Source: an optimization exercise on an open RTL-to-GDS flow (aim: small area and few clock cycles per item). Production flows keep margins and buffers that such runs may drop. Function was checked by simulation only, so behaviour that the tests miss may differ from the original. No activity file was given, so power comes from the tool's default toggle rates.

`flow/design.v`:
```
`default_nettype none
module skidbuffer(i_clk, i_reset,
		i_valid, o_ready, i_data,
		o_valid, i_ready, o_data);
	parameter	[0:0]	OPT_LOWPOWER = 0;
	parameter	[0:0]	OPT_OUTREG = 1;
	parameter	[0:0]	OPT_PASSTHROUGH = 0;
	parameter		DW = 8;
	input	wire			i_clk, i_reset;
	input	wire			i_valid;
	output	reg			o_ready;
	input	wire	[DW-1:0]	i_data;
	output	reg			o_valid;
	input	wire			i_ready;
	output	reg	[DW-1:0]	o_data;
	reg	[DW-1:0]	r_data;
	generate if (OPT_PASSTHROUGH)
	begin
		always @(*)
			o_ready = i_ready;
		always @(*)
			o_valid = i_valid;
		always @(*)
		if (!i_valid && OPT_LOWPOWER)
			o_data = 0;
		else
			o_data = i_data;
		always @(*)
			r_data = 0;
	end else begin
		reg			r_valid;
		always @(posedge i_clk)
		if (i_reset)
			r_valid <= 0;
		else if ((i_valid && o_ready) && (o_valid && !i_ready))
			r_valid <= 1;
		else if (i_ready)
			r_valid <= 0;
		always @(posedge i_clk)
		if (OPT_LOWPOWER && i_reset)
			r_data <= 0;
		else if (OPT_LOWPOWER && (!o_valid || i_ready))
			r_data <= 0;
		else if ((!OPT_LOWPOWER || !OPT_OUTREG || i_valid) && o_ready)
			r_data <= i_data;
		always @(*)
			o_ready = !r_valid;
		if (!OPT_OUTREG)
		begin
			always @(*)
				o_valid = !i_reset && (i_valid || r_valid);
			always @(*)
			if (r_valid)
				o_data = r_data;
			else if (!OPT_LOWPOWER || i_valid)
				o_data = i_data;
			else
				o_data = 0;
		end else begin
			always @(posedge i_clk)
			if (i_reset)
				o_valid <= 0;
			else if (!o_valid || i_ready)
				o_valid <= (i_valid || r_valid);
			always @(posedge i_clk)
			if (OPT_LOWPOWER && i_reset)
				o_data <= 0;
			else if (!o_valid || i_ready)
			begin
				if (r_valid)
					o_data <= r_data;
				else if (!OPT_LOWPOWER || i_valid)
					o_data <= i_data;
				else
					o_data <= 0;
			end
		end
	end endgenerate
endmodule
`default_nettype wire
`default_nettype	none
module sfifo(i_clk, i_reset, i_wr, i_data, o_full, o_fill, i_rd, o_data, o_empty);
	parameter	BW=8;	 
	parameter 	LGFLEN=4;
	parameter [0:0]	OPT_ASYNC_READ = 1'b1;
	localparam	FLEN=(1<<LGFLEN);
	input	wire		i_clk;
	input	wire		i_reset;
	input	wire		i_wr;
	input	wire [(BW-1):0]	i_data;
	output	reg 		o_full;
	output	reg [LGFLEN:0]	o_fill;
	input	wire		i_rd;
	output	reg [(BW-1):0]	o_data;
	output	reg		o_empty;	 
	reg	[(BW-1):0]	mem[0:(FLEN-1)];
	reg	[LGFLEN:0]	wr_addr, rd_addr;
	reg	[LGFLEN-1:0]	rd_next;
	wire	w_wr = (i_wr && !o_full);
	wire	w_rd = (i_rd && !o_empty);
	always @(posedge i_clk)
	if (i_reset)
		o_fill <= 0;
	else case({ w_wr, w_rd })
	2'b01: o_fill <= o_fill - 1;
	2'b10: o_fill <= o_fill + 1;
	default: o_fill <= wr_addr - rd_addr;
	endcase
	always @(posedge i_clk)
	if (i_reset)
		o_full <= 0;
	else case({ w_wr, w_rd})
	2'b01: o_full <= 1'b0;
	2'b10: o_full <= (o_fill == { 1'b0, {(LGFLEN){1'b1}}});
	default: o_full <= (o_fill == { 1'b1, {(LGFLEN){1'b0}} });
	endcase
	always @(posedge i_clk)
	if (i_reset)
		wr_addr <= 0;
	else if (w_wr)
		wr_addr <= wr_addr + 1'b1;
	always @(posedge i_clk)
	if (w_wr)
		mem[wr_addr[(LGFLEN-1):0]] <= i_data;
	always @(posedge i_clk)
	if (i_reset)
		rd_addr <= 0;
	else if (w_rd)
		rd_addr <= rd_addr + 1;
	always @(*)
		rd_next = rd_addr[LGFLEN-1:0] + 1;
	generate if (OPT_ASYNC_READ)
	begin : ASYNCHRONOUS_READ
		always @(*)
			o_empty = (o_fill  == 0);
		always @(*)
			o_data = mem[rd_addr[LGFLEN-1:0]];
	end else begin : REGISTERED_READ
		reg		bypass_valid;
		reg [BW-1:0]	bypass_data, rd_data;
		always @(*)
			o_empty = (o_fill  == 0);
		always @(posedge i_clk)
		if (i_reset)
			bypass_valid <= 0;
		else begin
			bypass_valid <= 1'b0;
			if (!i_wr)
				bypass_valid <= 1'b0;
			else if (o_empty || (i_rd && (o_fill == 1)))
				bypass_valid <= 1'b1;
		end
		always @(posedge i_clk)
			bypass_data <= i_data;
		always @(posedge i_clk)
			rd_data <= mem[(w_rd)?rd_next : rd_addr[LGFLEN-1:0]];
		always @(*)
			o_data = (bypass_valid) ? bypass_data : rd_data;
	end endgenerate
	/*verilator lint_off UNUSED*/
	wire	[LGFLEN-1:0]	unused;
	assign	unused = rd_next;
	/*verilator lint_on UNUSED*/
endmodule
`default_nettype wire
`default_nettype none
module	aximm2s #(
		parameter	C_AXI_ADDR_WIDTH = 32,
		parameter	C_AXI_DATA_WIDTH = 32,
		parameter	C_AXI_ID_WIDTH = 1,
		localparam	C_AXIL_ADDR_WIDTH = 5,
		localparam	C_AXIL_DATA_WIDTH = 32,
		localparam	ADDRLSB = $clog2(C_AXI_DATA_WIDTH)-3,
		localparam	AXILLSB = $clog2(C_AXIL_DATA_WIDTH)-3,
		parameter [0:0]	OPT_UNALIGNED = 1'b0,
		parameter [0:0]	OPT_TLAST = 1'b0,
		parameter [7:0]	ABORT_KEY = 8'h6d,
		parameter	LGFIFO = 5,
		parameter	LGLEN  = 20,
		parameter	AXI_ID = 0
	) (
		input	wire					S_AXI_ACLK,
		input	wire					S_AXI_ARESETN,
		output	wire					S_AXIS_TVALID,
		input	wire					S_AXIS_TREADY,
		output	wire	[C_AXI_DATA_WIDTH-1:0]		S_AXIS_TDATA,
		output	wire					S_AXIS_TLAST,
		input	wire					S_AXIL_AWVALID,
		output	wire					S_AXIL_AWREADY,
		input	wire	[C_AXIL_ADDR_WIDTH-1:0]		S_AXIL_AWADDR,
		input	wire	[2:0]				S_AXIL_AWPROT,
		input	wire					S_AXIL_WVALID,
		output	wire					S_AXIL_WREADY,
		input	wire	[C_AXIL_DATA_WIDTH-1:0]		S_AXIL_WDATA,
		input	wire	[C_AXIL_DATA_WIDTH/8-1:0]	S_AXIL_WSTRB,
		output	wire					S_AXIL_BVALID,
		input	wire					S_AXIL_BREADY,
		output	wire	[1:0]				S_AXIL_BRESP,
		input	wire					S_AXIL_ARVALID,
		output	wire					S_AXIL_ARREADY,
		input	wire	[C_AXIL_ADDR_WIDTH-1:0]		S_AXIL_ARADDR,
		input	wire	[2:0]				S_AXIL_ARPROT,
		output	wire					S_AXIL_RVALID,
		input	wire					S_AXIL_RREADY,
		output	wire	[C_AXIL_DATA_WIDTH-1:0]		S_AXIL_RDATA,
		output	wire	[1:0]				S_AXIL_RRESP,
		output	wire				M_AXI_ARVALID,
		input	wire				M_AXI_ARREADY,
		output	wire	[C_AXI_ID_WIDTH-1:0]	M_AXI_ARID,
		output	wire	[C_AXI_ADDR_WIDTH-1:0]	M_AXI_ARADDR,
		output	wire	[7:0]			M_AXI_ARLEN,
		output	wire	[2:0]			M_AXI_ARSIZE,
		output	wire	[1:0]			M_AXI_ARBURST,
		output	wire				M_AXI_ARLOCK,
		output	wire	[3:0]			M_AXI_ARCACHE,
		output	wire	[2:0]			M_AXI_ARPROT,
		output	wire	[3:0]			M_AXI_ARQOS,
		input	wire				M_AXI_RVALID,
		output	wire				M_AXI_RREADY,
		input	wire	[C_AXI_DATA_WIDTH-1:0]	M_AXI_RDATA,
		input	wire				M_AXI_RLAST,
		input	wire	[C_AXI_ID_WIDTH-1:0]	M_AXI_RID,
		input	wire	[1:0]			M_AXI_RRESP,
		output	reg				o_int
	);
	localparam [2:0]	CMD_CONTROL   = 3'b000,
				CMD_UNUSED_1  = 3'b001,
				CMD_ADDRLO    = 3'b010,
				CMD_ADDRHI    = 3'b011,
				CMD_UNUSED_2  = 3'b100,
				CMD_UNUSED_3  = 3'b101,
				CMD_LENLO     = 3'b110,
				CMD_LENHI     = 3'b111;
	localparam		CBIT_BUSY	= 31,
				CBIT_ERR	= 30,
				CBIT_COMPLETE	= 29,
				CBIT_CONTINUOUS	= 28,
				CBIT_INCREMENT	= 27;
	localparam	LGMAXBURST=(LGFIFO > 8) ? 8 : LGFIFO-1;
	localparam	LGMAX_FIXED_BURST = 4,
			MAX_FIXED_BURST = 16;
	localparam	LGLENW  = LGLEN  - ($clog2(C_AXI_DATA_WIDTH)-3),
			LGLENWA = LGLENW + (OPT_UNALIGNED ? 1:0);
	localparam	LGFIFOB = LGFIFO + ($clog2(C_AXI_DATA_WIDTH)-3);
	localparam [ADDRLSB-1:0] LSBZEROS = 0;
	wire	i_clk   =  S_AXI_ACLK;
	wire	i_reset = !S_AXI_ARESETN;
	reg	r_busy, r_err, r_complete, r_continuous, r_increment,
		cmd_abort, zero_length,
		w_cmd_start, w_complete, w_cmd_abort;
	reg				axi_abort_pending;
	reg	[LGLENWA-1:0]		ar_requests_remaining,
					ar_bursts_outstanding;
	reg	[LGMAXBURST:0]		r_max_burst;
	reg	[C_AXI_ADDR_WIDTH-1:0]	axi_raddr;
	reg	[C_AXI_ADDR_WIDTH-1:0]	cmd_addr;
	reg	[LGLENW-1:0]		cmd_length_w;
	reg	[LGLENWA-1:0]		cmd_length_aligned_w;
	reg				unaligned_cmd_addr;
	wire				reset_fifo, write_to_fifo,
					read_from_fifo;
	wire	[C_AXI_DATA_WIDTH-1:0]	write_data;
	wire	[LGFIFO:0]		fifo_fill;
	wire				fifo_full, fifo_empty;
	wire				awskd_valid, axil_write_ready;
	wire	[C_AXIL_ADDR_WIDTH-AXILLSB-1:0]	awskd_addr;
	wire				wskd_valid;
	wire	[C_AXIL_DATA_WIDTH-1:0]	wskd_data;
	wire [C_AXIL_DATA_WIDTH/8-1:0]	wskd_strb;
	reg				axil_bvalid;
	wire				arskd_valid, axil_read_ready;
	wire	[C_AXIL_ADDR_WIDTH-AXILLSB-1:0]	arskd_addr;
	reg	[C_AXIL_DATA_WIDTH-1:0]	axil_read_data;
	reg				axil_read_valid;
	reg	[C_AXIL_DATA_WIDTH-1:0]	w_status_word;
	reg	[2*C_AXIL_DATA_WIDTH-1:0]	wide_address, wide_length,
					new_wideaddr, new_widelen;
	wire	[C_AXIL_DATA_WIDTH-1:0]	new_cmdaddrlo, new_cmdaddrhi,
					new_lengthlo, new_lengthhi;
	reg				axi_arvalid;
	reg	[C_AXI_ADDR_WIDTH-1:0]	axi_araddr;
	reg	[7:0]			axi_arlen;
	reg	[1:0]			axi_arburst;
	reg				ar_none_remaining,
					ar_none_outstanding,
					phantom_start, start_burst;
	wire				partial_burst_requested;
	reg	[LGMAXBURST-1:0]	addralign;
	reg	[LGFIFO:0]		rd_uncommitted;
	reg				w_increment;
	reg	[LGMAXBURST:0]		initial_burstlen;
	reg	[LGLENWA-1:0]		rd_reads_remaining;
	reg				rd_none_remaining,
					rd_last_remaining;
	wire				realign_last_valid;
	skidbuffer #(.OPT_OUTREG(0), .DW(C_AXIL_ADDR_WIDTH-AXILLSB))
	axilawskid(
		.i_clk(S_AXI_ACLK), .i_reset(i_reset),
		.i_valid(S_AXIL_AWVALID), .o_ready(S_AXIL_AWREADY),
		.i_data(S_AXIL_AWADDR[C_AXIL_ADDR_WIDTH-1:AXILLSB]),
		.o_valid(awskd_valid), .i_ready(axil_write_ready),
		.o_data(awskd_addr));
	skidbuffer #(.OPT_OUTREG(0), .DW(C_AXIL_DATA_WIDTH+C_AXIL_DATA_WIDTH/8))
	axilwskid(
		.i_clk(S_AXI_ACLK), .i_reset(i_reset),
		.i_valid(S_AXIL_WVALID), .o_ready(S_AXIL_WREADY),
		.i_data({ S_AXIL_WDATA, S_AXIL_WSTRB }),
		.o_valid(wskd_valid), .i_ready(axil_write_ready),
		.o_data({ wskd_data, wskd_strb }));
	assign	axil_write_ready = awskd_valid && wskd_valid
			&& (!S_AXIL_BVALID || S_AXIL_BREADY);
	always @(posedge i_clk)
	if (i_reset)
		axil_bvalid <= 0;
	else if (axil_write_ready)
		axil_bvalid <= 1;
	else if (S_AXIL_BREADY)
		axil_bvalid <= 0;
	assign	S_AXIL_BVALID = axil_bvalid;
	assign	S_AXIL_BRESP = 2'b00;
	skidbuffer #(.OPT_OUTREG(0), .DW(C_AXIL_ADDR_WIDTH-AXILLSB))
	axilarskid(
		.i_clk(S_AXI_ACLK), .i_reset(i_reset),
		.i_valid(S_AXIL_ARVALID), .o_ready(S_AXIL_ARREADY),
		.i_data(S_AXIL_ARADDR[C_AXIL_ADDR_WIDTH-1:AXILLSB]),
		.o_valid(arskd_valid), .i_ready(axil_read_ready),
		.o_data(arskd_addr));
	assign	axil_read_ready = arskd_valid
				&& (!axil_read_valid || S_AXIL_RREADY);
	always @(posedge i_clk)
	if (i_reset)
		axil_read_valid <= 1'b0;
	else if (axil_read_ready)
		axil_read_valid <= 1'b1;
	else if (S_AXIL_RREADY)
		axil_read_valid <= 1'b0;
	assign	S_AXIL_RVALID = axil_read_valid;
	assign	S_AXIL_RDATA  = axil_read_data;
	assign	S_AXIL_RRESP = 2'b00;
	always @(*)
	begin
		w_cmd_abort = 0;
		w_cmd_abort = (axil_write_ready && awskd_addr == CMD_CONTROL)
			&& (wskd_strb[3] && wskd_data[31:24] == ABORT_KEY);
		if (!r_busy)
			w_cmd_abort = 0;
	end
	always @(posedge i_clk)
	if (i_reset)
		cmd_abort <= 0;
	else
		cmd_abort <= (cmd_abort && r_busy)||w_cmd_abort;
	always @(*)
	if (r_busy)
		w_cmd_start = 0;
	else begin
		w_cmd_start = 0;
		if ((axil_write_ready && awskd_addr == CMD_CONTROL)
			&& (wskd_strb[3] && wskd_data[CBIT_BUSY]))
			w_cmd_start = 1;
		if (r_err && !wskd_data[CBIT_ERR])
			w_cmd_start = 0;
		if (zero_length)
			w_cmd_start = 0;
		if (OPT_UNALIGNED && unaligned_cmd_addr
				&& wskd_data[CBIT_INCREMENT])
			w_cmd_start = 0;
	end
	always @(posedge i_clk)
	if (i_reset)
	begin
		r_busy     <= 0;
		r_complete <= 0;
	end else if (!r_busy)
	begin
		if (w_cmd_start)
			r_busy <= 1'b1;
		if (axil_write_ready && awskd_addr == CMD_CONTROL)
			r_complete <= 1'b0;
	end else if (r_busy)
	begin
		if (w_complete)
		begin
			r_complete <= 1;
			r_busy <= 1'b0;
		end
	end
	always @(posedge i_clk)
	if (i_reset)
		o_int <= 0;
	else
		o_int <= (r_busy && w_complete);
	always @(posedge i_clk)
	if (i_reset)
		r_err <= 0;
	else if (!r_busy)
	begin
		if (axil_write_ready && awskd_addr == CMD_CONTROL)
		begin
			if (!w_cmd_abort)
				r_err <= r_err && (!wskd_strb[3] || !wskd_data[CBIT_ERR]);
			if (wskd_strb[3] && wskd_data[CBIT_BUSY]
				&& wskd_data[CBIT_INCREMENT]
				&& (OPT_UNALIGNED && unaligned_cmd_addr))
				r_err <= 1'b1;
		end
	end else  
	begin
		if (M_AXI_RVALID && M_AXI_RREADY && M_AXI_RRESP[1])
			r_err <= 1'b1;
	end
	always @(posedge i_clk)
	if (i_reset)
		r_continuous <= 0;
	else begin
		if (!r_busy && axil_write_ready && awskd_addr == CMD_CONTROL
			&& !w_cmd_abort)
			r_continuous <= wskd_strb[3] && wskd_data[CBIT_CONTINUOUS];
	end
	always @(*)
	begin
		wide_address = 0;
		wide_address[C_AXI_ADDR_WIDTH-1:0] = cmd_addr;
		if (!OPT_UNALIGNED)
			wide_address[ADDRLSB-1:0] = 0;
		wide_length  = 0;
		wide_length[ADDRLSB +: LGLENW] = cmd_length_w;
	end
	assign	new_cmdaddrlo = apply_wstrb(
			wide_address[C_AXIL_DATA_WIDTH-1:0],
			wskd_data, wskd_strb);
	assign	new_cmdaddrhi = apply_wstrb(
			wide_address[2*C_AXIL_DATA_WIDTH-1:C_AXIL_DATA_WIDTH],
			wskd_data, wskd_strb);
	assign	new_lengthlo = apply_wstrb(
			wide_length[C_AXIL_DATA_WIDTH-1:0],
			wskd_data, wskd_strb);
	assign	new_lengthhi = apply_wstrb(
			wide_length[2*C_AXIL_DATA_WIDTH-1:C_AXIL_DATA_WIDTH],
			wskd_data, wskd_strb);
	always @(*)
	begin
		new_wideaddr = wide_address;
		if (awskd_addr == CMD_ADDRLO)
			new_wideaddr[C_AXIL_DATA_WIDTH-1:0] = new_cmdaddrlo;
		if (awskd_addr == CMD_ADDRHI)
			new_wideaddr[2*C_AXIL_DATA_WIDTH-1:C_AXIL_DATA_WIDTH] = new_cmdaddrhi;
		if (!OPT_UNALIGNED)
			new_wideaddr[ADDRLSB-1:0] = 0;
		new_wideaddr[2*C_AXIL_DATA_WIDTH-1:C_AXI_ADDR_WIDTH] = 0;
		new_widelen = wide_length;
		if (awskd_addr == CMD_LENLO)
			new_widelen[C_AXIL_DATA_WIDTH-1:0] = new_lengthlo;
		if (awskd_addr == CMD_LENHI)
			new_widelen[2*C_AXIL_DATA_WIDTH-1:C_AXIL_DATA_WIDTH] = new_lengthhi;
		new_widelen[ADDRLSB-1:0] = 0;
		new_widelen[2*C_AXIL_DATA_WIDTH-1:ADDRLSB+LGLENW] = 0;
	end
	always @(posedge i_clk)
	if (i_reset)
	begin
		r_increment <= 1'b1;
		cmd_addr      <= 0;
		cmd_length_w  <= 0;
		cmd_length_aligned_w  <= 0;
		zero_length   <= 1;
		unaligned_cmd_addr <= 1'b0;
	end else if (axil_write_ready && !r_busy)
	begin
		case(awskd_addr)
		CMD_CONTROL:
			r_increment <= !wskd_data[CBIT_INCREMENT];
		CMD_ADDRLO: begin
			cmd_addr <= new_wideaddr[C_AXI_ADDR_WIDTH-1:0];
			unaligned_cmd_addr <= |new_wideaddr[ADDRLSB-1:0];
			if (!OPT_UNALIGNED)
				unaligned_cmd_addr <= 1'b0;
			else
				cmd_length_aligned_w <= cmd_length_w
					+ (|new_wideaddr[ADDRLSB-1:0] ? 1:0);
			end
		CMD_ADDRHI: if (C_AXI_ADDR_WIDTH > C_AXIL_DATA_WIDTH)
			begin
			cmd_addr <= new_wideaddr[C_AXI_ADDR_WIDTH-1:0];
			end
		CMD_LENLO: begin
			cmd_length_w <= new_widelen[ADDRLSB +: LGLENW];
			zero_length <= (new_widelen[ADDRLSB +: LGLENW] == 0);
			cmd_length_aligned_w <= new_widelen[ADDRLSB +: LGLENW]
				+ (unaligned_cmd_addr ? 1:0);
			end
		CMD_LENHI: begin
			cmd_length_w <= new_widelen[ADDRLSB +: LGLENW];
			zero_length <= (new_widelen[ADDRLSB +: LGLENW] == 0);
			cmd_length_aligned_w <= new_widelen[ADDRLSB +: LGLENW]
				+ (unaligned_cmd_addr ? 1:0);
			end
		default: begin end
		endcase
	end else if(r_busy && r_continuous && !axi_abort_pending && r_increment)
		cmd_addr <= axi_raddr
			+ ((M_AXI_RVALID && !M_AXI_RRESP[1]
				&& (!unaligned_cmd_addr || realign_last_valid))
				? (1<<ADDRLSB) : 0);
	always @(*)
	begin
		w_status_word = 0;
		w_status_word[CBIT_BUSY]	= r_busy;
		w_status_word[CBIT_ERR]		= r_err;
		w_status_word[CBIT_COMPLETE]	= r_complete;
		w_status_word[CBIT_CONTINUOUS]	= r_continuous;
		w_status_word[CBIT_INCREMENT]	= !r_increment;
		w_status_word[20:16] = LGFIFO;
	end
	always @(posedge i_clk)
	if (!axil_read_valid || S_AXIL_RREADY)
	begin
		axil_read_data <= 0;
		case(arskd_addr)
		CMD_CONTROL:	axil_read_data <= w_status_word;
		CMD_ADDRLO:	axil_read_data <= wide_address[C_AXIL_DATA_WIDTH-1:0];
		CMD_ADDRHI:	axil_read_data <= wide_address[2*C_AXIL_DATA_WIDTH-1:C_AXIL_DATA_WIDTH];
		CMD_LENLO:	axil_read_data <= wide_length[C_AXIL_DATA_WIDTH-1:0];
		CMD_LENHI:	axil_read_data <= wide_length[2*C_AXIL_DATA_WIDTH-1:C_AXIL_DATA_WIDTH];
		default		axil_read_data <= 0;
		endcase
	end
	function [C_AXIL_DATA_WIDTH-1:0]	apply_wstrb;
		input	[C_AXIL_DATA_WIDTH-1:0]		prior_data;
		input	[C_AXIL_DATA_WIDTH-1:0]		new_data;
		input	[C_AXIL_DATA_WIDTH/8-1:0]	wstrb;
		integer	k;
		for(k=0; k<C_AXIL_DATA_WIDTH/8; k=k+1)
		begin
			apply_wstrb[k*8 +: 8]
				= wstrb[k] ? new_data[k*8 +: 8] : prior_data[k*8 +: 8];
		end
	endfunction
	assign	reset_fifo = i_reset || (!r_busy && (!r_continuous || r_err));
	generate if (OPT_UNALIGNED)
	begin : REALIGN_DATA
		reg				r_write_to_fifo;
		reg	[C_AXI_DATA_WIDTH-1:0]	last_data,
						r_write_data;
		reg	[ADDRLSB-1:0]		corollary_shift;
		reg				last_valid;
		reg	[ADDRLSB-1:0]		realignment;
		always @(*)
			realignment = cmd_addr[ADDRLSB-1:0];
		always @(posedge S_AXI_ACLK)
		if (reset_fifo || !unaligned_cmd_addr)
			last_data <= 0;
		else if (M_AXI_RVALID && M_AXI_RREADY)
			last_data <= M_AXI_RDATA >> (realignment * 8);
		always @(posedge S_AXI_ACLK)
		if (reset_fifo)
			last_valid <= 0;
		else if (M_AXI_RVALID && M_AXI_RREADY)
			last_valid <= 1'b1;
		else if (!r_busy)
			last_valid <= 1'b0;
		assign	realign_last_valid = last_valid;
		always @(*)
			corollary_shift = -realignment*8;
		always @(posedge S_AXI_ACLK)
		if (M_AXI_RVALID && M_AXI_RREADY)
			r_write_data <= (M_AXI_RDATA << corollary_shift)
					| last_data;
		else if (!fifo_full)
			r_write_data <= last_data;
		always @(posedge S_AXI_ACLK)
		if (reset_fifo)
			r_write_to_fifo <= 1'b0;
		else if (M_AXI_RVALID && M_AXI_RREADY)
			r_write_to_fifo <= last_valid || !unaligned_cmd_addr;
		else if (!fifo_full)
			r_write_to_fifo <= 1'b0;
		assign	write_to_fifo = r_write_to_fifo;
		assign	write_data = r_write_data;
	end else begin : ALIGNED_DATA
		assign	write_to_fifo  = M_AXI_RVALID && M_AXI_RREADY;
		assign	write_data = M_AXI_RDATA;
		assign	realign_last_valid = 0;
	end endgenerate
	assign	read_from_fifo = S_AXIS_TVALID && S_AXIS_TREADY;
	assign	S_AXIS_TVALID  = !fifo_empty;
	generate if (OPT_TLAST)
	begin : FIFO_W_TLAST
		reg	pre_tlast;
		wire	tlast;
		always @(*)
			pre_tlast = rd_last_remaining;
		if (OPT_UNALIGNED)
		begin
			reg	r_tlast;
			always @(posedge i_clk)
				r_tlast <= pre_tlast;
			assign	tlast = r_tlast;
		end else begin
			assign	tlast = pre_tlast;
		end
		sfifo #(.BW(C_AXI_DATA_WIDTH+1), .LGFLEN(LGFIFO))
		sfifo(i_clk, reset_fifo,
			write_to_fifo, { tlast, write_data }, fifo_full, fifo_fill,
			read_from_fifo, { S_AXIS_TLAST, S_AXIS_TDATA }, fifo_empty);
	end else begin : NO_TLAST_FIFO
		sfifo #(.BW(C_AXI_DATA_WIDTH), .LGFLEN(LGFIFO))
		sfifo(i_clk, reset_fifo,
			write_to_fifo, write_data, fifo_full, fifo_fill,
			read_from_fifo, S_AXIS_TDATA, fifo_empty);
		assign	S_AXIS_TLAST = 1'b1;
	end endgenerate
	always @(posedge i_clk)
	if (!r_busy)
	begin
		ar_requests_remaining <= cmd_length_aligned_w;
		ar_none_remaining     <= zero_length;
	end else if (cmd_abort || axi_abort_pending)
	begin
		ar_requests_remaining <= 0;
		ar_none_remaining <= 1;
	end else if (phantom_start)
	begin
		/*verilator lint_off WIDTH*/
		ar_requests_remaining
			<= ar_requests_remaining - (M_AXI_ARLEN + 1);
		ar_none_remaining <= (ar_requests_remaining == (M_AXI_ARLEN+1));
		/*verilator lint_on WIDTH*/
	end
	always @(*)
		addralign = 1+(~cmd_addr[ADDRLSB +: LGMAXBURST]);
	always @(*)
		w_increment = !wskd_data[CBIT_INCREMENT];
	always @(*)
	begin
		initial_burstlen = (1<<LGMAXBURST);
		if (!w_increment)
		begin
			if (LGMAXBURST <= LGMAX_FIXED_BURST)
				initial_burstlen = (1<<LGMAXBURST);
			else
				initial_burstlen = MAX_FIXED_BURST;
			if (cmd_length_aligned_w < { {(LGLENWA-LGMAXBURST-1){1'b0}},
						initial_burstlen })
				initial_burstlen = cmd_length_aligned_w[LGMAXBURST:0];
		end else if (cmd_length_aligned_w >= (1<<LGMAXBURST))
		begin
			if (|cmd_addr[ADDRLSB +: LGMAXBURST])
				initial_burstlen = { 1'b0, addralign };
		end else begin
			initial_burstlen = cmd_length_aligned_w[LGMAXBURST:0];
			if ((|cmd_addr[ADDRLSB +: LGMAXBURST])
				&&({{(LGLENW-LGMAXBURST){1'b0}}, addralign } < cmd_length_aligned_w))
				initial_burstlen = { 1'b0, addralign };
		end
	end
	always @(posedge i_clk)
	if (!r_busy)
	begin
		r_max_burst <= initial_burstlen;
	end else if (phantom_start)
	begin
		/*verilator lint_off WIDTH*/
		if (r_increment || LGMAXBURST <= LGMAX_FIXED_BURST)
		begin : LIMIT_BY_LGMAXBURST
			if (ar_requests_remaining < (1<<LGMAXBURST) + (M_AXI_ARLEN+1))
				r_max_burst <= ar_requests_remaining[8:0] - (M_AXI_ARLEN+1);
			else
				r_max_burst <= (1<<LGMAXBURST);
		end else begin : LIMIT_BY_SIXTEEN
			if (ar_requests_remaining < MAX_FIXED_BURST + (M_AXI_ARLEN+1))
				r_max_burst <= ar_requests_remaining[8:0] - (M_AXI_ARLEN+1);
			else
				r_max_burst <= MAX_FIXED_BURST;
		end
		/*verilator lint_on WIDTH*/
	end
	always @(posedge i_clk)
	if (i_reset)
	begin
		ar_bursts_outstanding <= 0;
		ar_none_outstanding <= 1;
	end else case ({ phantom_start,
				M_AXI_RVALID && M_AXI_RREADY && M_AXI_RLAST })
	2'b01:	begin
			ar_bursts_outstanding <=  ar_bursts_outstanding - 1;
			ar_none_outstanding   <= (ar_bursts_outstanding == 1);
		end
	2'b10:	begin
		ar_bursts_outstanding <= ar_bursts_outstanding + 1;
		ar_none_outstanding <= 0;
		end
	default: begin end
	endcase
	always @(posedge  i_clk)
	if (!r_busy)
	begin
		rd_reads_remaining <= cmd_length_aligned_w;
		rd_last_remaining  <= (cmd_length_aligned_w == 1);
		rd_none_remaining  <= (cmd_length_aligned_w == 0);
	end else if (M_AXI_RVALID && M_AXI_RREADY)
	begin
		rd_reads_remaining <= rd_reads_remaining - 1;
		rd_last_remaining  <= (rd_reads_remaining == 2);
		rd_none_remaining  <= (rd_reads_remaining == 1);
	end
	always @(*)
	if (!r_busy)
		w_complete = 0;
	else if (axi_abort_pending && ar_none_outstanding && !M_AXI_ARVALID)
		w_complete = 1;
	else if (r_continuous)
		w_complete = (rd_none_remaining)||((rd_last_remaining) && M_AXI_RVALID && M_AXI_RREADY);
	else  
		w_complete = (rd_none_remaining && fifo_empty);
	always @(posedge i_clk)
	if (i_reset || !r_busy)
		axi_abort_pending <= 0;
	else begin
		if (M_AXI_RVALID && M_AXI_RREADY && M_AXI_RRESP[1])
			axi_abort_pending <= 1;
		if (cmd_abort)
			axi_abort_pending <= 1;
	end
	generate if (OPT_UNALIGNED)
	begin : GEN_PARTIAL_BURST
		reg	r_partial_burst_requested;
		always @(posedge i_clk)
		if (!r_busy)
			r_partial_burst_requested <= !unaligned_cmd_addr;
		else if (phantom_start)
			r_partial_burst_requested <= 1'b1;
		assign	partial_burst_requested = r_partial_burst_requested;
	end else begin : GEN_NO_PARTIAL_BURST
		assign	partial_burst_requested = 1'b1;
	end endgenerate
	always @(posedge i_clk)
	if (reset_fifo)
	begin
		rd_uncommitted <= (1<<LGFIFO);
	end else case ({ phantom_start,
			S_AXIS_TVALID && S_AXIS_TREADY })
	2'b00: begin end
	2'b01: begin
		rd_uncommitted <= rd_uncommitted + 1;
		end
	2'b10: begin
		/*verilator lint_off WIDTH*/
		rd_uncommitted <= rd_uncommitted - (M_AXI_ARLEN + 1)
			+ (partial_burst_requested ? 0 :1);
		end
	2'b11: begin
		rd_uncommitted <= rd_uncommitted - (M_AXI_ARLEN)
			+ (partial_burst_requested ? 0 :1);
		/*verilator lint_on WIDTH*/
		end
	endcase
	always @(posedge i_clk)
	begin
		if (!r_busy)
			axi_raddr <= cmd_addr;
		else if (axi_abort_pending || !r_increment)
			axi_raddr <= axi_raddr;
		else begin
			if (M_AXI_RVALID && M_AXI_RREADY && !M_AXI_RRESP[1]
				&& (!unaligned_cmd_addr || realign_last_valid))
				axi_raddr <= axi_raddr + (1<<ADDRLSB);
		end
		if (!OPT_UNALIGNED)
			axi_raddr[ADDRLSB-1:0] <= 0;
	end
	always @(*)
	begin
		start_burst = !ar_none_remaining;
		if (rd_uncommitted< {{(LGFIFO-LGMAXBURST){1'b0}}, r_max_burst})
			start_burst = 0;
		if (phantom_start)
			start_burst = 0;
		if (M_AXI_ARVALID && !M_AXI_ARREADY)
			start_burst = 0;
		if (!r_busy || cmd_abort || axi_abort_pending)
			start_burst  = 0;
	end
	always @(posedge i_clk)
	if (i_reset)
		phantom_start <= 0;
	else
		phantom_start <= start_burst;
	wire	[8:0]	r_max_burst_ext;
	assign	r_max_burst_ext = { {(8-LGMAXBURST){1'b0}}, r_max_burst };
	always @(posedge i_clk)
	if (!M_AXI_ARVALID || M_AXI_ARREADY)
	begin
		if (!r_busy)
			axi_araddr <= cmd_addr;
		else if (M_AXI_ARVALID && r_increment)
		begin
			/*verilator lint_off WIDTH*/
			axi_araddr[C_AXI_ADDR_WIDTH-1:ADDRLSB]
				<= axi_araddr[C_AXI_ADDR_WIDTH-1:ADDRLSB]
					+ (M_AXI_ARLEN + 1);
			/*verilator lint_on WIDTH*/
			axi_araddr[ADDRLSB-1:0] <= 0;
		end
		axi_arlen  <= r_max_burst_ext[7:0] - 8'd1;
		if (!OPT_UNALIGNED)
			axi_araddr[ADDRLSB-1:0] <= 0;
	end
	always @(posedge i_clk)
	if (i_reset)
		axi_arvalid <= 0;
	else if (!M_AXI_ARVALID || M_AXI_ARREADY)
		axi_arvalid <= start_burst;
	always @(posedge i_clk)
	if (!r_busy)
		axi_arburst <= (w_increment) ? 2'b01 : 2'b00;
	assign	M_AXI_ARVALID= axi_arvalid;
	assign	M_AXI_ARID   = AXI_ID;
	assign	M_AXI_ARADDR = axi_araddr;
	assign	M_AXI_ARLEN  = axi_arlen;
	/*verilator lint_off WIDTH*/
	assign	M_AXI_ARSIZE = $clog2(C_AXI_DATA_WIDTH)-3;
	/*verilator lint_on WIDTH*/
	assign	M_AXI_ARBURST= axi_arburst;
	assign	M_AXI_ARLOCK = 0;
	assign	M_AXI_ARCACHE= 0;
	assign	M_AXI_ARPROT = 0;
	assign	M_AXI_ARQOS  = 0;
	assign	M_AXI_RREADY = 1;
	/*verilator lint_off UNUSED*/
	wire	unused;
	assign	unused = &{ 1'b0, S_AXIL_AWPROT, S_AXIL_ARPROT, M_AXI_RID,
			M_AXI_RRESP[0], fifo_full, wskd_strb[2:0], fifo_fill,
			ar_none_outstanding, S_AXIL_AWADDR[AXILLSB-1:0],
			S_AXIL_ARADDR[AXILLSB-1:0],
			new_wideaddr[2*C_AXIL_DATA_WIDTH-1:C_AXI_ADDR_WIDTH] };
	/*verilator lint_on UNUSED*/
endmodule
`default_nettype wire
```
`flow/run.sh`:
```
#!/bin/bash
# synth_recipe.tcl (not shown) runs the flow's synth.tcl, then flattens the netlist and writes it again
# the make line also repeats each setting of config.mk as NAME=value (left out here)
make -C /OpenROAD-flow-scripts/flow DESIGN_CONFIG=/design/flow/config.mk WORK_HOME=/design/flow/orfs CLKGATE_MAP_FILE= SYNTH_SCRIPT=/design/flow/synth_recipe.tcl finish
```
`flow/config.mk`:
```
export PLATFORM = sky130hd
export DESIGN_NAME = aximm2s
export DESIGN_NICKNAME = aximm2s
export VERILOG_FILES = /design/flow/design.v
export SDC_FILE = /design/flow/constraint.sdc
export NUM_CORES = 4
export LEC_CHECK = 0
export CAP_MARGIN = 20
export CORE_MARGIN = 2
export CORE_UTILIZATION = 40
export SLEW_MARGIN = 20
```
`flow/constraint.sdc`:
```
create_clock -name core_clock -period 5.5 [get_ports {S_AXI_ACLK}]
set_input_delay 1.1000 -clock core_clock [delete_from_list [all_inputs] [get_ports {S_AXI_ACLK}]]
set_output_delay 1.1000 -clock core_clock [all_outputs]
set_load 0.01 [all_outputs]
```
==> flow_summary_export.csv <==
group,metric,value,unit
clocking,clkLatencyLatePin,0.77,ns
global_routing,grt_pass1_vias,29700,
pwr,pwr-share-comb,4.4,%
placed_design,place_congestion,0.844,
pwr,vdd_ir_drop_max,238,µV
clocking,cts_tree,"built",
die,io_pins,234,
synth,post-synth-top-count-cell,"edfxtp_1",
synth,async_reset_ff_share,0,%
setup_path,rr_worst_depth,12,
sta,rsz0062_at_grt,"false",
final_layout,fin_area,64200,µm²
global_routing,antenna_found_initial,4,
final_layout,multiInputGateArea,16300,µm²
pwr,power_frac_seq,52.0,%
setup_path,crit_type,"reg -> out",
final_layout,nets,3655,
clocking,numCtsBuffers,141,
synth,synth-seq-cells,1318,
run,maxCapViolCount,0,
synth,syn-instance-count,3236,
setup_path,required,4.40,ns
synth,synthTopCellsByCount,"edfxtp_1, mux4_2, nor2_1",
clocking,path_clk_slew,0.06,ns
clocking,cts_root_buf,"clkbuf_16",
setup_path,path_max_fanout,47,
synth,synth.largest_area_cell,"edfxtp_1",
drt,drc,0,
global_routing,grt_pass1_wl,201,mm
pwr,switching_share,21.5,%
synth,ys.flop_type,"edfxtp_1",
sta,fin_tns_setup,0,ns
synth,synth_area_leaders,"edfxtp_1, mux4_2, dfxtp_1, nor2_1, ha_1",
synth,synth_top_family_by_area,"multiplexers",
synth,synth_xor_area_share,2.33,%
drt,vias,30200,
die,die_width,375,µm
final_layout,drive_gt1_share,20.2,%
sta,post-route-period-util,90.0,%
clocking,htree_levels,4,
pwr,power_switching,4570,µW
die,start_util,40.2,%
sta,slew_violations,0,
placed_design,placed_cell_area,59700,µm²
worst_hold_path,hold_path_class,"reg -> reg",
synth,synth-seq-area-share,69.0,%
placed_design,io_buffers,192,
clocking,clk_path_buf_depth,3,
final_layout,fill_cells,11700,
synth,synth-compound-area-share,4.38,%
worst_hold_path,hold_depth,2,
die,row_count,136,
final_layout,syn_to_final_growth,16.5,%
sta,relSlewSlack,27.4,%
final_layout,final_core_util,46.8,%
setup_path,cp-end-kind,"primary output",
sta,finClkSkew,0.0415,ns
clocking,postCtsHoldBufs,0,
placed_design,dpl.hpwl,82.3,mm
synth,avgSynthCellArea,17.0,µm²
synth,syn_area,55200,µm²
synth,synth_top_area_share,63.4,%
sta,min_period,4.95,ns
drt,drt_first_pass_iters,6,
global_routing,grt.total_usage,19.5,%
die,die_height,375,µm
synth,synth_cell_type_count,86,
drt,drtAntennaViolNets,0,
global_routing,grt_max_degree,80,
sta,holdWs,0.478,ns
die,dieArea,141000,µm²
sta,fmaxAchievable,202,MHz
drt,initialDrtViolationCount,3182,
synth,synthAdderAreaFrac,1.65,%
sta,tightestPinTransition,1.09,ns
drt,via_per_inst,5.60,
pwr,p_per_area,330,nW/µm²
placed_design,place_ws,1.07,ns
drt,routed_wl,138,mm
clocking,cts_resized,0,
final_layout,register_area,38100,µm²
clocking,cts_sinks,1318,
synth,synth-edff-count,1165,
synth,synth_simple_gate_area_share,5.46,%
pwr,clkPwrFrac,43.6,%
die,design.core.area,137000,µm²
drt,wire_per_inst,25.6,µm
setup_path,crit_arrival,3.85,ns
clocking,cts_setup_buffers,0,
pwr,intPower,16600,µW
global_routing,grt-ovfl-total,0,
synth,synthMuxAreaShare,15.0,%
setup_path,critPathLaunchType,"flip-flop",
synth,yosysWarnings,4,
run_status,status,"complete, no violations",
sta,layout_setup_ws,0.552,ns
setup_path,r2r_setup_slack,1.36,ns
sta,finalSetupViolCount,0,
pwr,p_leak,0.0207,µW
sta,hold_violations,0,
registers in the layout (all words and copies together) (netlist names), 18 cells and up, named ones only:
name / cells
NO_TLAST_FIFO.sfifo.mem: 1024
ar_requests_remaining: 18
axil_read_data: 30
rd_reads_remaining: 18
axi_raddr: 30
axi_araddr: 30
cmd_addr: 30
axilwskid.r_data: 34
ar_bursts_outstanding: 18
cmd_length_w: 18
path summary, 6_finish.rpt:
check,endpoint,start
setup / recovery,S_AXIS_TDATA[30],flip-flop
setup reg to reg,ar_requests_remaining[9],axi_arlen[0]
hold / removal,ar_none_outstanding,ar_none_outstanding
hold reg to reg,ar_none_outstanding,ar_none_outstanding
per-layer routing:
metal / routed length, µm / vias up / global-route usage, %
met5: 11 / - / 0
met4: 3370 / 2 / 5.72
met3: 9640 / 191 / 3.77
met2: 64200 / 1080 / 29.9
met1: 60700 / 15700 / 28.2
li1: - / 13300 / -
cell usage in the layout (no fill, tap or decap), types with 30 or more instances in the layout:
| master | n |
|---|---|
| inv_1 | 83 |
| buf_4 | 51 |
| nor2_1 | 219 |
| dfxtp_1 | 146 |
| edfxtp_1 | 1165 |
| xnor2_1 | 73 |
| clkbuf_16 | 144 |
| o21ai_0 | 74 |
| mux2i_1 | 37 |
| nor2_4 | 32 |
| mux2_2 | 63 |
| clkbuf_1 | 44 |
| a21oi_1 | 114 |
| xor2_1 | 74 |
| ha_1 | 63 |
| clkdlybuf4s50_1 | 183 |
| nand2_1 | 128 |
| nor3_1 | 30 |
| mux4_2 | 320 |
| nand3_1 | 48 |
worst max-delay path, stage by stage (launching register included):
cell	delay, ns
dfxtp_4	0.94
buf_4	0.38
mux4_2	0.35
mux4_2	0.56
mux2_2	0.33
clkdlybuf4s50_1	0.49
cell families (layout without fill, tap and decap cells):
group	after synthesis	in the layout
compound gates	371	371
xor+xnor	147	147
other cells	2	29
mux	420	420
simple gates	636	636
flops	1318	1318
buf+inv	272	607
fa+ha+maj	70	70
area by class of cell:
type | count | area share, %
Antenna cell | 1 | 0.00390
Inverter | 86 | 0.510
Tap cell | 1794 | 3.49
Clock inverter | 55 | 0.966
Multi-Input combinational cell | 1672 | 25.4
Sequential cell | 1318 | 59.3
Clock buffer | 196 | 6.04
Timing Repair Buffer | 270 | 4.37
through the flow:
stage / power [µW] / cells
after global routing: 21800 / 5392
after floorplan: 11800 / 3262
final: 21200 / 5392
after global placement: 12100 / 5139
after CTS: 21400 / 5390
after detailed placement: 12200 / 5139
power by group through the flow:
stage	sequential (µW)	clock [µW]	combinational, µW
after global routing	11000	9790	1010
after global placement	11200	0	910
after CTS	11000	9430	925
final	11000	9240	922
after detailed placement	11200	0	918
after floorplan	11200	0	542
Testbench counts, summed over its fixed seeds: cycles 15,114, items 11,267.

afterwards: timing with drivers on the ports:
In the flow no input, the clock included, has a driving cell. The finished layout below was timed again as built, in two steps.
Step 1 assumes that a clkbuf_16 drives the clock port and a buf_2 every other input.
Step 2 also shifts input and output timing later by t, the mid clock arrival at the registers, as if the neighbouring blocks saw the same clock.
Slacks: ideal / step 1 / step 2; pairs: ideal / step 1.
t, ns: 0.831
setup slack, ns: 0.552 / 0.479 / 1.094
cell pins on the clock port's net: 1
After both steps this run still meets setup and hold. For this run, drivers alone change the setup slack by -0.073 ns; drivers and shift together by +0.542 ns.
